Background: an optimization exercise with open tools, aiming at small area. Do not read the settings as production practice.
In this exercise RTL edits were held to simulation tests only and were not proved equivalent to the original.
No run shown here takes its clock network from TritonCTS; it comes from the design's own scripts or RTL.
The flow treats the clock pin as an ideal source. Dropping or thinning the clock tree relies on that and would not hold on a real chip.
No activity file was given, so power comes from the tool's default toggle rates.

--- design/flow/config.mk ---
export PLATFORM = sky130hd
export DESIGN_NAME = CounterUD
export DESIGN_NICKNAME = CounterUD
export VERILOG_FILES = /design/flow/design.v
export SDC_FILE = /design/flow/constraint.sdc
export NUM_CORES = 4
export LEC_CHECK = 0
export CAP_MARGIN = 5
export CORE_MARGIN = 2
export CORE_UTILIZATION = 70
export SLEW_MARGIN = 5
export SYNTH_HIERARCHICAL = 1
export SYNTH_MINIMUM_KEEP_SIZE = 0
--- design/flow/constraint.sdc ---
create_clock -name core_clock -period 10.0 [get_ports {clk}]
set_input_delay 2.0000 -clock core_clock [delete_from_list [all_inputs] [get_ports {clk}]]
set_output_delay 2.0000 -clock core_clock [all_outputs]
set_load 0.01 [all_outputs]
--- design/flow/design.v ---
module CounterUD(
input wire clk, reset, En,
input wire [2:0] SW,
input wire UD,
output wire [7:0] LED,
output wire [7:0] Dao );
reg ca, cb;  
reg [2:0] r1;  
reg [6:0] r2;  
reg [9:0] r3;  
reg [12:0] r4;  
reg [16:0] r5;  
reg [19:0] r6;  
reg [19:0] r7;  
reg [7:1] fr;
reg p;
reg [7:0] cnt;
wire fb1 = ~(r1[2] ^ r1[1]);
wire e2 = ((r2 & 7'd115) == 7'd16);
wire e3 = ((r3 & 10'd863) == 10'd73);
wire e4 = ((r4 & 13'd8187) == 13'd681);
wire e5 = ((r5 & 17'd128957) == 17'd16385);
wire e6 = ((r6 & 20'd983037) == 20'd567400);
wire e7 = ((r7 & 20'd1040383) == 20'd984328);
wire set1 = ~ca & ((r1 & 3'd1) == 3'd1);
wire clr1 = cb & ((r1 & 3'd7) == 3'd4);
wire set2 = ~ca & ((r2 & 7'd100) == 7'd4);
wire clr2 = cb & e2;
wire set3 = ~ca & ((r3 & 10'd821) == 10'd0);
wire clr3 = cb & e3;
wire set4 = ~ca & ((r4 & 13'd7483) == 13'd265);
wire clr4 = cb & e4;
wire set5 = ~ca & ((r5 & 17'd16363) == 17'd1);
wire clr5 = cb & e5;
wire set6 = ~ca & ((r6 & 20'd704383) == 20'd557420);
wire clr6 = cb & e6;
wire set7 = ~ca & ((r1 & 3'd3) == 3'd3) & ((r7 & 20'd1048054) == 20'd855296);
wire clr7 = cb & e7 & ((r1 & 3'd5) == 3'd4);
wire [7:0] f = {fr, ca};
wire s = En & f[SW];
wire [7:0] nx;
wire [7:0] c;  
assign c[0] = s & ~p;
genvar i;
generate for (i = 0; i < 7; i = i + 1) begin : g_ud
  if (i % 2 == 0) begin : g_even
    ud_even u (.ci(c[i]), .q(cnt[i]), .ud(UD), .co(c[i+1]), .qn(nx[i]));
  end else begin : g_odd
    ud_odd u (.ci(c[i]), .q(cnt[i]), .ud(UD), .co(c[i+1]), .qn(nx[i]));
  end
end endgenerate
ud_last u7 (.ci(c[7]), .q(cnt[7]), .qn(nx[7]));
always @(posedge clk, posedge reset)
if (reset) begin
  ca <= 1'b0; cb <= 1'b0;
  r1 <= 3'd0;
  r2 <= 7'd36;
  r3 <= 10'd18;
  r4 <= 13'd1368;
  r5 <= 17'd36996;
  r6 <= 20'd213200;
  r7 <= 20'd805392;
  fr <= 7'd0; p <= 1'b0; cnt <= 8'd0;
end else begin
  ca <= ~cb; cb <= ca & ~cb;
  r1 <= {r1[1:0], fb1};
  r2 <= {r2[5], r2[4], r2[3], r2[2], (r2[1] | e2), r2[0], (r2[6] ^ r2[5])};
  r3 <= {r3[8], r3[7], (r3[6] & ~e3), r3[5], r3[4], r3[3], r3[2], r3[1], r3[0], ~(r3[9] ^ r3[6])};
  r4 <= {r4[11], r4[10], r4[9], r4[8], r4[7], r4[6], r4[5], r4[4], r4[3], r4[2], r4[1], (r4[0] & ~e4), ~(r4[12] ^ r4[3])};
  r5 <= {r5[15], r5[14], r5[13], r5[12], r5[11], r5[10], r5[9], r5[8], r5[7], r5[6], r5[5], r5[4], r5[3], r5[2], r5[1], (r5[0] & ~e5), (r5[16] ^ r5[2])};
  r6 <= {r6[18], r6[17], r6[16], r6[15], r6[14], r6[13], r6[12], (r6[11] & ~e6), r6[10], r6[9], r6[8], r6[7], r6[6], r6[5], r6[4], r6[3], r6[2], r6[1], r6[0], ~(r6[19] ^ r6[0])};
  r7 <= {r7[18], r7[17], (r7[16] & ~e7), r7[15], r7[14], r7[13], r7[12], r7[11], r7[10], r7[9], r7[8], r7[7], r7[6], r7[5], r7[4], r7[3], r7[2], r7[1], r7[0], (r7[19] ^ r7[16])};
  fr[1] <= set1 | (fr[1] & ~clr1);
  fr[2] <= set2 | (fr[2] & ~clr2);
  fr[3] <= set3 | (fr[3] & ~clr3);
  fr[4] <= set4 | (fr[4] & ~clr4);
  fr[5] <= set5 | (fr[5] & ~clr5);
  fr[6] <= set6 | (fr[6] & ~clr6);
  fr[7] <= set7 | (fr[7] & ~clr7);
  p <= s;
  cnt <= nx;
end
assign LED = cnt;
assign Dao = ~cnt;
endmodule
module ud_even(input wire ci, q, ud, output wire co, qn);
assign co = ~(ci & (q ^ ud));
assign qn = q ^ ci;
endmodule
module ud_odd(input wire ci, q, ud, output wire co, qn);
assign co = ~(ci | ~(q ^ ud));
assign qn = ~(q ^ ci);
endmodule
module ud_last(input wire ci, q, output wire qn);
assign qn = ~(q ^ ci);
endmodule
--- design/flow/flow/run.sh ---
#!/bin/bash
# Standard ORFS layout (standard.sh) with changes that only affect cell sizes and buffers:
# - combinational cells downsized after synthesis (later repair steps upsize where needed),
# - port buffers are buf_1,
# - CTS without dummy loads; its tree is then replaced by four leaf buffers driven from the
#   clock port (reclock_step.tcl), one per group of nearby registers (one group kept
#   small so a smaller buffer can drive it).
set -euo pipefail
R=orfs/results/$FLOW_PLATFORM/CounterUD/base
export BUFFER_PORTS_ARGS="-buffer_cell sky130_fd_sc_hd__buf_1"
export CTS_ARGS="-sink_clustering_enable -repair_clock_nets -dont_use_dummy_load -buf_list sky130_fd_sc_hd__clkbuf_8"
bash standard.sh synth > run_synth.log 2>&1
DOWNSIZE_ODB=$R/1_synth.odb openroad -no_init -exit flow/downsize.tcl > run_downsize.log 2>&1
bash standard.sh cts > run_cts.log 2>&1
RECLOCK_ODB=$R/4_cts.odb RECLOCK_SDC=$R/4_cts.sdc RECLOCK_K=4 RECLOCK_SMALL=20 RECLOCK_NSMALL=2 RECLOCK_CAP=34 RECLOCK_BUF=sky130_fd_sc_hd__clkbuf_8 \
  RECLOCK_SIZES="sky130_fd_sc_hd__clkbuf_8 sky130_fd_sc_hd__clkbuf_16" RECLOCK_SLEW=0.105 \
  openroad -no_init -exit flow/reclock_step.tcl > run_reclock.log 2>&1
bash standard.sh finish > run_finish.log 2>&1
--- design/flow/flow/downsize.tcl ---
# Swap every combinational cell of the synthesized netlist to the smallest cell with the
# same function (same base name, other drive strength); registers and buffers are left alone.
set odb $::env(DOWNSIZE_ODB)
read_db $odb
set db [ord::get_db]
set block [ord::get_db_block]
set best [dict create]
foreach lib [$db getLibs] {
  foreach m [$lib getMasters] {
    set n [$m getName]
    if {[regexp {^(sky130_fd_sc_hd__[a-z0-9]+)_([0-9]+)$} $n -> base drive]} {
      set a [expr {[$m getWidth] * [$m getHeight]}]
      if {![dict exists $best $base] || $a < [lindex [dict get $best $base] 1]} {
        dict set best $base [list $m $a]
      }
    }
  }
}
set n 0
foreach inst [$block getInsts] {
  set m [$inst getMaster]
  set name [$m getName]
  if {![regexp {^(sky130_fd_sc_hd__[a-z0-9]+)_([0-9]+)$} $name -> base drive]} { continue }
  if {[regexp {__(df|dl|sdf|buf|clkbuf|inv|clkinv|conb|tap)} $name]} { continue }
  set nm [lindex [dict get $best $base] 0]
  if {[$nm getName] ne $name && [expr {[$nm getWidth]*[$nm getHeight]}] < [expr {[$m getWidth]*[$m getHeight]}]} {
    puts "downsize [$inst getName] $name -> [$nm getName]"
    $inst swapMaster $nm
    incr n
  }
}
puts "downsized $n cells"
write_db $odb
--- design/flow/flow/reclock.tcl ---
# Rebuild the clock tree that CTS made as K leaf buffers driven straight from the clock port.
# Sinks are split into K groups by k-means on their locations; each buffer sits at its
# group's centroid and is legalized by detailed placement.
set K $::env(RECLOCK_K)
set bufname $::env(RECLOCK_BUF)
set block [ord::get_db_block]
set db [ord::get_db]
set bt [$block findBTerm clk]
set clknet [$bt getNet]
set master [$db findMaster $bufname]
# walk the tree from the port: collect buffers and register clock pins
set sinks {}
set bufs {}
set front [list $clknet]
while {[llength $front]} {
  set net [lindex $front 0]; set front [lrange $front 1 end]
  foreach it [$net getITerms] {
    if {[$it isOutputSignal]} { continue }
    set inst [$it getInst]
    set mn [[$inst getMaster] getName]
    if {[string match *clkbuf* $mn] || [string match *clkinv* $mn] || [string match *__buf_* $mn]} {
      if {[string match *clkinv* $mn]} { error "inverter in clock tree" }
      lappend bufs $inst
      foreach o [$inst getITerms] { if {[$o isOutputSignal] && [$o getNet] ne "NULL"} { lappend front [$o getNet] } }
    } else {
      lappend sinks $it
    }
  }
}
puts "reclock: [llength $bufs] old buffers, [llength $sinks] sinks"
# sink locations
set pts {}
foreach it $sinks {
  set b [[$it getInst] getBBox]
  lappend pts [list [expr {([$b xMin]+[$b xMax])/2}] [expr {([$b yMin]+[$b yMax])/2}]]
}
# k-means, seeded along x sorted order
set n [llength $pts]
set sorted [lsort -real -index 0 $pts]
set cent {}
for {set k 0} {$k < $K} {incr k} { lappend cent [lindex $sorted [expr {int(($k+0.5)*$n/$K)}]] }
for {set iter 0} {$iter < 50} {incr iter} {
  set asg {}
  foreach p $pts {
    set bk 0; set bd 1e30
    for {set k 0} {$k < $K} {incr k} {
      set c [lindex $cent $k]
      set d [expr {abs([lindex $p 0]-[lindex $c 0]) + abs([lindex $p 1]-[lindex $c 1])}]
      if {$d < $bd} { set bd $d; set bk $k }
    }
    lappend asg $bk
  }
  set nc {}
  for {set k 0} {$k < $K} {incr k} {
    set sx 0; set sy 0; set cnt 0
    foreach p $pts a $asg { if {$a == $k} { set sx [expr {$sx+[lindex $p 0]}]; set sy [expr {$sy+[lindex $p 1]}]; incr cnt } }
    if {$cnt} { lappend nc [list [expr {$sx/$cnt}] [expr {$sy/$cnt}]] } else { lappend nc [lindex $cent $k] }
  }
  set cent $nc
}
# optionally shrink the smallest group to RECLOCK_SMALL sinks (so a smaller buffer can drive it),
# moving its farthest sinks to the nearest other group
set nsmall [expr {[info exists ::env(RECLOCK_NSMALL)] ? $::env(RECLOCK_NSMALL) : 1}]
set shrunk {}
for {set si 0} {$si < $nsmall} {incr si} {
if {[info exists ::env(RECLOCK_SMALL)] && $K > 1} {
  set small $::env(RECLOCK_SMALL)
  set cnts {}
  for {set k 0} {$k < $K} {incr k} {
    if {[lsearch -exact $shrunk $k] >= 0} { lappend cnts 1000000 } else { lappend cnts [llength [lsearch -all -exact $asg $k]] }
  }
  set ks [lsearch -exact $cnts [tcl::mathfunc::min {*}$cnts]]
  lappend shrunk $ks
  set c [lindex $cent $ks]
  while {[llength [lsearch -all -exact $asg $ks]] > $small} {
    set far -1; set fd -1
    foreach i [lsearch -all -exact $asg $ks] {
      set p [lindex $pts $i]
      set d [expr {abs([lindex $p 0]-[lindex $c 0]) + abs([lindex $p 1]-[lindex $c 1])}]
      if {$d > $fd} { set fd $d; set far $i }
    }
    set p [lindex $pts $far]; set bk -1; set bd 1e30
    for {set k 0} {$k < $K} {incr k} {
      if {[lsearch -exact $shrunk $k] >= 0} { continue }
      if {[llength [lsearch -all -exact $asg $k]] >= $::env(RECLOCK_CAP)} { continue }
      set cc [lindex $cent $k]
      set d [expr {abs([lindex $p 0]-[lindex $cc 0]) + abs([lindex $p 1]-[lindex $cc 1])}]
      if {$d < $bd} { set bd $d; set bk $k }
    }
    lset asg $far $bk
  }
  # recompute centroids
  set nc {}
  for {set k 0} {$k < $K} {incr k} {
    set sx 0; set sy 0; set cnt 0
    foreach p $pts a $asg { if {$a == $k} { set sx [expr {$sx+[lindex $p 0]}]; set sy [expr {$sy+[lindex $p 1]}]; incr cnt } }
    if {$cnt} { lappend nc [list [expr {$sx/$cnt}] [expr {$sy/$cnt}]] } else { lappend nc [lindex $cent $k] }
  }
  set cent $nc
}
}
# remove the old tree
foreach it $sinks { $it disconnect }
foreach inst $bufs {
  foreach o [$inst getITerms] {
    set nn [$o getNet]
    if {$nn ne "NULL" && [$o isOutputSignal]} { $o disconnect; odb::dbNet_destroy $nn } else { $o disconnect }
  }
  odb::dbInst_destroy $inst
}
# new leaf buffers
for {set k 0} {$k < $K} {incr k} {
  set inst [odb::dbInst_create $block $master "clkleaf_$k"]
  set net [odb::dbNet_create $block "clkleaf_net_$k"]
  $net setSigType CLOCK
  foreach it [$inst getITerms] {
    set mt [[$it getMTerm] getName]
    if {$mt eq "A"} { $it connect $clknet } elseif {$mt eq "X"} { $it connect $net }
  }
  set c [lindex $cent $k]
  $inst setLocation [expr {int([lindex $c 0])}] [expr {int([lindex $c 1])}]
  $inst setPlacementStatus PLACED
  set cnt 0
  foreach it $sinks a $asg { if {$a == $k} { $it connect $net; incr cnt } }
  puts "reclock: leaf $k at $c drives $cnt sinks"
}
--- design/flow/flow/reclock_step.tcl ---
# Replace the clock tree CTS built with RECLOCK_K leaf buffers driven straight from the clock
# port (k-means groups of registers, each buffer sized to keep clock-pin slew low), then
# legalize. Runs between ORFS's cts and global route steps.
set plat $::env(FLOW_HOME)/platforms/$::env(FLOW_PLATFORM)
read_liberty $plat/lib/sky130_fd_sc_hd__tt_025C_1v80.lib
read_db $::env(RECLOCK_ODB)
read_sdc $::env(RECLOCK_SDC)
source $plat/setRC.tcl
source [file dirname [info script]]/reclock.tcl
detailed_placement
estimate_parasitics -placement
source [file dirname [info script]]/sizeleaf.tcl
detailed_placement
check_placement -verbose
set_propagated_clock [all_clocks]
estimate_parasitics -placement
report_clock_skew
report_worst_slack -min
report_worst_slack -max
write_db $::env(RECLOCK_ODB)
--- design/flow/flow/sizeleaf.tcl ---
# After reclock.tcl: size each leaf buffer to the smallest of RECLOCK_SIZES whose sinks'
# clock slew stays under RECLOCK_SLEW (ns), by placement parasitics.
set_propagated_clock [all_clocks]
set sizes $::env(RECLOCK_SIZES)
set target $::env(RECLOCK_SLEW)
proc leaf_slew {k} {
  set net [[ord::get_db_block] findNet "clkleaf_net_$k"]
  set ms 0
  foreach it [$net getITerms] {
    if {[$it isOutputSignal]} { continue }
    set pin [get_pins [[$it getInst] getName]/[[$it getMTerm] getName]]
    foreach p {slew_max_rise slew_max_fall} { set s [get_property $pin $p]; if {$s > $ms} {set ms $s} }
  }
  return $ms
}
for {set k 0} {$k < $::env(RECLOCK_K)} {incr k} {
  set inst [[ord::get_db_block] findInst "clkleaf_$k"]
  foreach sz $sizes {
    replace_cell [get_cells clkleaf_$k] $sz
    estimate_parasitics -placement
    set s [leaf_slew $k]
    puts "reclock: leaf $k $sz slew $s"
    if {$s <= $target} { break }
  }
}
--- design/flow/standard.sh ---
#!/bin/bash
# synth_recipe.tcl (not shown) runs the flow's synth.tcl, then flattens the netlist and writes it again
# the make line also repeats each setting of config.mk as NAME=value (left out here)
make -C /OpenROAD-flow-scripts/flow DESIGN_CONFIG=/design/flow/config.mk WORK_HOME=/design/flow/orfs CLKGATE_MAP_FILE= SYNTH_SCRIPT=/design/flow/synth_recipe.tcl "${@:-finish}"
==> results of run 1 <==
==> worst register-to-register path: stages (launching register included) <==
cell     delay [ns]
dfrtp_1        0.49
mux4_2         0.28
mux2i_1        0.06
nor2b_1        0.13
nor2b_1        0.20
nand2_1        0.11
nor2_1         0.18
nand2_1        0.11
nor2_1         0.19
nand2_1        0.11
nor2_1         0.18
nand2_1        0.09
xnor2_1        0.13
==> modules after synthesis, one instance, submodules excluded <==
module | flops+latches | copies in the design | cells
ud_last | 0 | 1 | 1
ud_odd | 0 | 3 | 3
ud_even | 0 | 4 | 3
CounterUD | 108 | 1 | 190
==> kinds of logic after synthesis <==
| family | Yosys count | synth area share [%] |
|---|---|---|
| compound gates | 13 | 3.13 |
| xor+xnor | 22 | 5.54 |
| buf+inv | 11 | 1.19 |
| flops | 108 | 78.6 |
| mux | 3 | 1.58 |
| simple gates | 55 | 9.93 |
==> sequential cells by signal, summed over array words and instances, names as in the netlist, 7 cells and up <==
register / cells
cnt: 8
fr: 7
r2: 7
r3: 10
r4: 13
r5: 17
r6: 20
r7: 20
==> area by class of cell <==
cell class | instances | area share, %
buffer | 4 | 2.67
inverter | 11 | 1.17
multi-input combinational | 93 | 18.5
sequential | 108 | 73.1
tap | 67 | 2.24
timing repair buffer | 23 | 2.41
==> per-stage QoR <==
stage | utilization, % | instances | power (mW) | hold WS [ns] | worst slack [ns]
floorplan | - | 212 | 0.527 | 0.331 | 5.20
global placement | 76.6 | 302 | 0.556 | 0.335 | 5.99
detailed placement | 76.6 | 302 | 0.559 | 0.339 | 5.92
CTS | 79.2 | 311 | 0.760 | 0.357 | 6.30
global route | 78.7 | 306 | 0.753 | 0.374 | 5.90
finish | 78.7 | 306 | 0.721 | 0.350 | 6.14
==> cells in the mapped netlist, drive strengths merged, types with 2 or more instances <==
master and number:
a32o 2, dfrtp 83, dfstp 25, inv 11, mux4 2, nand2 9
nand3 2, nand4 3, nor2 14, nor2b 4, nor4 2, nor4b 3
nor4bb 5, o41ai 3, or4 2, or4b 2, xnor2 11, xor2 11
==> power groups by stage <==
| stage | clock (mW) | combinational (mW) | sequential [mW] |
|---|---|---|---|
| after global placement | 0 | 0.0772 | 0.479 |
| after floorplan | 0 | 0.0427 | 0.485 |
| after detailed placement | 0 | 0.0782 | 0.480 |
| after CTS | 0.209 | 0.0783 | 0.472 |
| final | 0.172 | 0.0769 | 0.472 |
| after global routing | 0.190 | 0.0880 | 0.475 |
==> path summary, 6_finish.rpt <==
kind	end	slack, ns	depth (start not counted)
min	r5[4]	0.35	0
min in group asynchronous	r7[3]	1.76	2
min reg2reg	r5[4]	0.35	0
max reg2reg	cnt[7]	7.67	12
max	cnt[7]	6.14	13
max in group asynchronous	r5[3]	6.95	3
==> routing by layer <==
metal	up-vias	track usage [%]	routed length, um	share of wire [%]
li1	780	-	-	-
met1	903	30.8	2390	47
met2	22	33.4	2520	49
met3	6	4.88	139	2.7
met4	0	5.36	59	1.2
met5	-	0	0	0
==> impl_metrics.csv, run 1 <==
group,metric,value,unit
setup_path,cp.arrival,3.93,ns
die,dieArea,5530,sq um
detailed_routing,drt-initial-drc-count,63,
final_layout,drive_gt1_share,14.6,%
grt,grt_pass1_vias,1750,
detailed_routing,wire_per_inst,16.7,um
final_layout,area_delta_synth_final,7.98,%
timing,max-slew-margin-rel,34.9,%
setup_path,cp_num_buf_inv,1,
timing,maxSlewViolCount,0,
power_and_ir_drop,p_sw,165,uW
hold_path,hp-start,"r5[3]",
power_and_ir_drop,intPower,556,uW
timing,setup-tns-final,0,ns
detailed_routing,detail-route-antenna-nets,0,
grt,grt_pass1_wl,8.60,mm
power_and_ir_drop,vdd_ir_drop_max,141,uV
clocking,clkTransAtPathRegs,0.11,ns
final_layout,filler_cell_count,269,
setup_path,cpLargestDelayFamily,"simple AND/OR/NAND/NOR gates",
setup_path,path_common_cell,"nand2_1",
die,start_util,72.9,%
detailed_routing,wl,5.11,mm
power_and_ir_drop,pwr-share-clk,23.9,%
timing,final-setup-viol-count,0,
synth,synth_edf_count,0,
final_layout,multi_input_area,691,sq um
final_layout,final_common_cell,"dfrtp_1",
setup_path,r2r-start,"ca",
synth,netlist_instances,212,
synth,yosysTopAreaCellShare,59.7,%
detailed_routing,routed_via_density,5.59,
power_and_ir_drop,p_seq_share,65.4,%
clocking,ctsHoldBuffers,0,
power_and_ir_drop,power_density,193,nW/um^2
timing,fin_skew,0.0329,ns
final_layout,seqCellArea,2730,sq um
synth,synth.avg_cell_area,16.3,sq um
timing,fin_crit_sh,38.6,%
clocking,clock-sinks,108,
placement,dpl_cell_area,3640,sq um
setup_path,crit_type,"in2reg",
final_layout,final_cell_mix,"83 x dfrtp_1, 25 x dfstp_2, 22 x buf_1, 14 x nor2_1",
timing,hold_violations,0,
final_layout,nets,248,
setup_path,crit_path_top_delay_cell,"mux4_2",
setup_path,path_cells,"buf_1 -> mux4_2 -> mux2i_1 -> nor2b_1 -> nor2b_1 -> nand2_1 -> nor2_1 -> nand2_1 -> nor2_1 -> nand2_1 -> nor2_1 -> nand2_1 -> xnor2_1",
final_layout,n_antenna_cell,0,
power_and_ir_drop,switching_share,22.9,%
timing,tightest_slew,0.977,ns
grt,grt.total_usage,21.2,%
synth,yosys_warnings,7,
timing,timing.fmax,0.259,GHz
detailed_routing,via_count,1711,
detailed_routing,drc,0,
power_and_ir_drop,p_leak,1.67,nW
hold_path,hold_class,"reg2reg",
die,die_height,74.4,um
synth,syn_area,3470,sq um
synth,ys_chip_area,3480,sq um
placement,portBuffers,22,
clocking,cts-resized-gates,0,
synth,synth_area_leaders,"dfrtp_1 60%, dfstp_2 19%, xnor2_1 2.8%, xor2_1 2.8%, nor2_1 1.5%",
power_and_ir_drop,p_comb_share,10.7,%
timing,rsz0062_at_grt,"no",
setup_path,cp-start-kind,"input port",
grt,overflow,0,
final_layout,final_cell_area,3740,sq um
die,ios,23,
synth,yosysUniqueCellTypes,38,
synth,yosys.area.top_type,"dfrtp_1",
clocking,post_cts_buffers,0,
setup_path,path_max_fanout,2,
setup_path,cp_slowest_stage_delay,0.34,ns
synth,synth_seq_cells,108,
synth,ys.flop_type,"dfrtp_1",
synth,synth.yosys.seq_area_share,78.6,%
synth,synth_nets,219,
outcome,outcome,"no timing/DRC/antenna violations",
die,fp-row-count,25,
die,core,4750,sq um
detailed_routing,drt-pass1-iter-count,4,
setup_path,cp-end-kind,"flop",
job,maxCapViolations,0,
clocking,clk_latency,0.17,ns
setup_path,cp.required,10.07,ns
grt,antenna_found_initial,0,
die,die_width,74.4,um
placement,place_hpwl,3.46,mm
setup_path,crit_start,"SW[0]",
timing,post-route-min-period,3.86,ns
grt,grt_max_degree,86,
placement,gp_congestion,0.766,
synth,ys_async_sr_fraction,100,%
==> inputs of run 2 (changes only) <==
--- a/design/flow/flow/run.sh
+++ b/design/flow/flow/run.sh
@@ -13,6 +13,6 @@
 DOWNSIZE_ODB=$R/1_synth.odb openroad -no_init -exit flow/downsize.tcl > run_downsize.log 2>&1
 bash standard.sh cts > run_cts.log 2>&1
 RECLOCK_ODB=$R/4_cts.odb RECLOCK_SDC=$R/4_cts.sdc RECLOCK_K=4 RECLOCK_SMALL=20 RECLOCK_NSMALL=2 RECLOCK_CAP=34 RECLOCK_BUF=sky130_fd_sc_hd__clkbuf_8 \
-  RECLOCK_SIZES="sky130_fd_sc_hd__clkbuf_8 sky130_fd_sc_hd__clkbuf_16" RECLOCK_SLEW=0.105 \
+  RECLOCK_SIZES="sky130_fd_sc_hd__clkbuf_8 sky130_fd_sc_hd__clkbuf_16" RECLOCK_SLEW=0.118 \
   openroad -no_init -exit flow/reclock_step.tcl > run_reclock.log 2>&1
 bash standard.sh finish > run_finish.log 2>&1
==> run 2 against run 1 <==
Net effect:
- via count up 0.35%
- critical path depth is the same
- cell count stayed put
- global-route usage decreased by 0.18 points
- sequential share of layout area up 0.44 points
- worst setup slack improved by 0.0034 ns
- fmax is essentially flat
- final area fell by 0.60%
- combinational power barely moved
- highest routed layer unchanged
==> impl_metrics.csv, run 2 <==
group,metric,value,unit
outcome,outcome,"no timing/DRC/antenna violations",
timing,timing.fmax,0.260,GHz
synth,synth.yosys.seq_area_share,78.6,%
die,dieArea,5530,sq um
setup_path,path_common_cell,"nand2_1",
clocking,cts-resized-gates,0,
synth,synth.avg_cell_area,16.3,sq um
setup_path,cp_slowest_stage_delay,0.34,ns
power_and_ir_drop,finalPower,704,uW
grt,met1_usage,30.8,%
timing,fin_skew,0.0119,ns
power_and_ir_drop,p_seq_share,67.0,%
placement,portBuffers,22,
synth,ys.flop_type,"dfrtp_1",
grt,grt_busiest_layer,"met2",
setup_path,crit_type,"in2reg",
setup_path,path_max_fanout,2,
detailed_routing,detail-route-antenna-nets,0,
timing,tightest_slew,0.979,ns
power_and_ir_drop,p_leak,1.66,nW
synth,synth_seq_cells,108,
grt,overflow,0,
power_and_ir_drop,p_sw,166,uW
setup_path,path_cells,"buf_1 -> mux4_2 -> mux2i_1 -> nor2b_1 -> nor2b_1 -> nand2_1 -> nor2_1 -> nand2_1 -> nor2_1 -> nand2_1 -> nor2_1 -> nand2_1 -> xnor2_1",
power_and_ir_drop,vdd_ir_drop_max,147,uV
placement,place_ws,5.92,ns
detailed_routing,wire_per_inst,16.8,um
die,core,4750,sq um
grt,antenna_found_initial,0,
synth,netlist_instances,212,
synth,syn_area,3470,sq um
final_layout,drive_gt1_share,14.6,%
clocking,ctsHoldBuffers,0,
final_layout,nets,248,
clocking,clk_latency,0.17,ns
grt,grt_max_degree,86,
timing,timing.final.ws_setup,6.15,ns
grt,grt.total_usage,21.0,%
hold_path,hold_class,"reg2reg",
timing,hold_violations,0,
die,ios,23,
synth,yosysUniqueCellTypes,38,
setup_path,cp-start-kind,"input port",
timing,rsz0062_at_grt,"no",
detailed_routing,drt-pass1-iter-count,4,
synth,yosys_warnings,7,
grt,use_met2,33.4,%
clocking,post_cts_buffers,0,
die,start_util,72.9,%
final_layout,final_common_cell,"dfrtp_1",
setup_path,cp-end-kind,"flop",
power_and_ir_drop,intPower,539,uW
timing,maxSlewViolCount,0,
power_and_ir_drop,switching_share,23.5,%
power_and_ir_drop,power_density,189,nW/um^2
power_and_ir_drop,pwr-share-clk,22.1,%
detailed_routing,via_count,1717,
grt,grt_pass1_wl,8.59,mm
synth,yosys.area.top_type,"dfrtp_1",
hold_path,min_delay_path_depth,0,
detailed_routing,drt-initial-drc-count,65,
placement,gp_congestion,0.766,
die,die_height,74.4,um
die,die_width,74.4,um
synth,synthTopCellsByCount,"83 x dfrtp_1, 25 x dfstp_2, 14 x nor2_1",
synth,ys_async_sr_fraction,100,%
synth,synth_area_leaders,"dfrtp_1 60%, dfstp_2 19%, xnor2_1 2.8%, xor2_1 2.8%, nor2_1 1.5%",
clocking,clkTransAtPathRegs,0.12,ns
synth,yosysTopAreaCellShare,59.7,%
timing,fin_crit_sh,38.5,%
final_layout,final_util,78.2,%
setup_path,rr_worst_depth,12,
synth,yosysMostFrequentCell,"dfrtp_1",
synth,synth_edf_count,0,
power_and_ir_drop,p_comb_share,10.9,%
synth,synth_nets,219,
timing,post-route-min-period,3.85,ns
timing,whs,0.368,ns
setup_path,crit_path_top_delay_cell,"mux4_2",
placement,place_hpwl,3.46,mm
detailed_routing,wl,5.14,mm
final_layout,n_antenna_cell,0,
die,fp-row-count,25,
final_layout,largestRegisters,"r6 (20), r7 (20), r5 (17)",
synth,ys_chip_area,3480,sq um
final_layout,final_cell_mix,"83 x dfrtp_1, 25 x dfstp_2, 22 x buf_1, 14 x nor2_1",
setup_path,cp.required,10.07,ns
clocking,clock-sinks,108,
detailed_routing,drc,0,
final_layout,area_delta_synth_final,7.33,%
setup_path,cp.arrival,3.93,ns
timing,final-setup-viol-count,0,
grt,met3_usage,3.66,%
timing,max-slew-margin-rel,34.7,%
job,maxCapViolations,0,
grt,grt_pass1_vias,1749,
detailed_routing,routed_via_density,5.61,
timing,setup-tns-final,0,ns
[run 2: cell counts after synthesis]
No cell type changed its count.
[run 2: worst paths after layout]
path                        start     end  slack, ns
max                         SW[0]  cnt[7]       6.15
min                        r6[16]  r6[17]       0.37
max reg2reg                    ca  cnt[7]       7.64
min reg2reg                r6[16]  r6[17]       0.37
max in group asynchronous   reset   r5[3]       6.98
min in group asynchronous   reset   r7[3]       1.76
[run 2: power groups by stage]
stage	sequential, mW	clock [mW]	combinational, mW
2_1_floorplan	0.485	0	0.0427
3_3_place_gp	0.479	0	0.0772
3_5_place_dp	0.480	0	0.0782
4_1_cts	0.472	0.209	0.0783
5_1_grt	0.475	0.172	0.0880
6_report	0.472	0.155	0.0769
[run 2: cells by family (layout without fill, tap and decap cells)]
logic type,count (synthesis),in the layout,share of synthesized area [%]
xor gates and xnor gates,22,22,5.54
AOI/OAI and AO/OA,13,13,3.13
DFF,108,108,78.6
buffers and inverters,11,38,1.19
muxes,3,3,1.58
and+or+nand+nor,55,55,9.93
[run 2: Yosys stat by module, one instance, submodules excluded]
module     cells  flip-flops and latches
ud_odd         3                       0
ud_last        1                       0
CounterUD    190                     108
ud_even        3                       0
[run 2: worst max-delay path, delay by kind of cell]
| family | cells | cell delay [ns] |
|---|---|---|
| muxes | 2 | 0.40 |
| buffers and inverters | 1 | 0.11 |
| xor gates and xnor gates | 1 | 0.13 |
| and+or+nand+nor | 9 | 1.30 |
[run 2: layout make-up]
cell class	count	area, sq um
buffer	4	77.6
fill	271	1030
inverter	11	43.8
multi-input combinational	93	691
sequential	108	2730
tap	67	83.8
timing repair buffer	23	90.1
[run 2: routing by layer]
layer  wire length (um)  part of all wire, %
met5                  0                    0
met3                125                  2.4
met1               2390                   46
met4                 70                  1.4
met2               2550                   50
[run 2: through the flow]
stage          cells  instance area, sq um
2_1_floorplan    212                  3470
3_3_place_gp     302                  3640
3_5_place_dp     302                  3640
4_1_cts          311                  3770
5_1_grt          306                  3720
6_report         306                  3720

## afterwards: timing with drivers on the ports
How much do the figures lean on ideal ports? The routed layouts below were timed once more, with nothing changed but the port constraints.
Step 1, drivers: a clkbuf_16 drives clk and a buf_2 each remaining input, both assumed.
Step 2 moves the port delays by t, midway between the first and last clock arrival at a register: inputs arrive t later, outputs are due t later. That takes back most of the time a late clock gives input paths.
Slacks: ideal / step 1 / step 2; pairs: ideal / step 1.
run	t (ns)	slack for setup (ns)	slew at the worst register clock pin (ns)	worst slew at a driven data input, ns	pins driven straight from the clock port
run 1	0.230	6.143 / 6.187 / 5.956	0.11 / 0.11	0.04	4
run 2	0.234	6.147 / 6.183 / 5.948	0.12 / 0.12	0.04	4
After both steps every run listed still meets setup and hold. For run 2, which loses most, drivers alone change the setup slack by +0.036 ns; drivers and shift together by -0.199 ns.
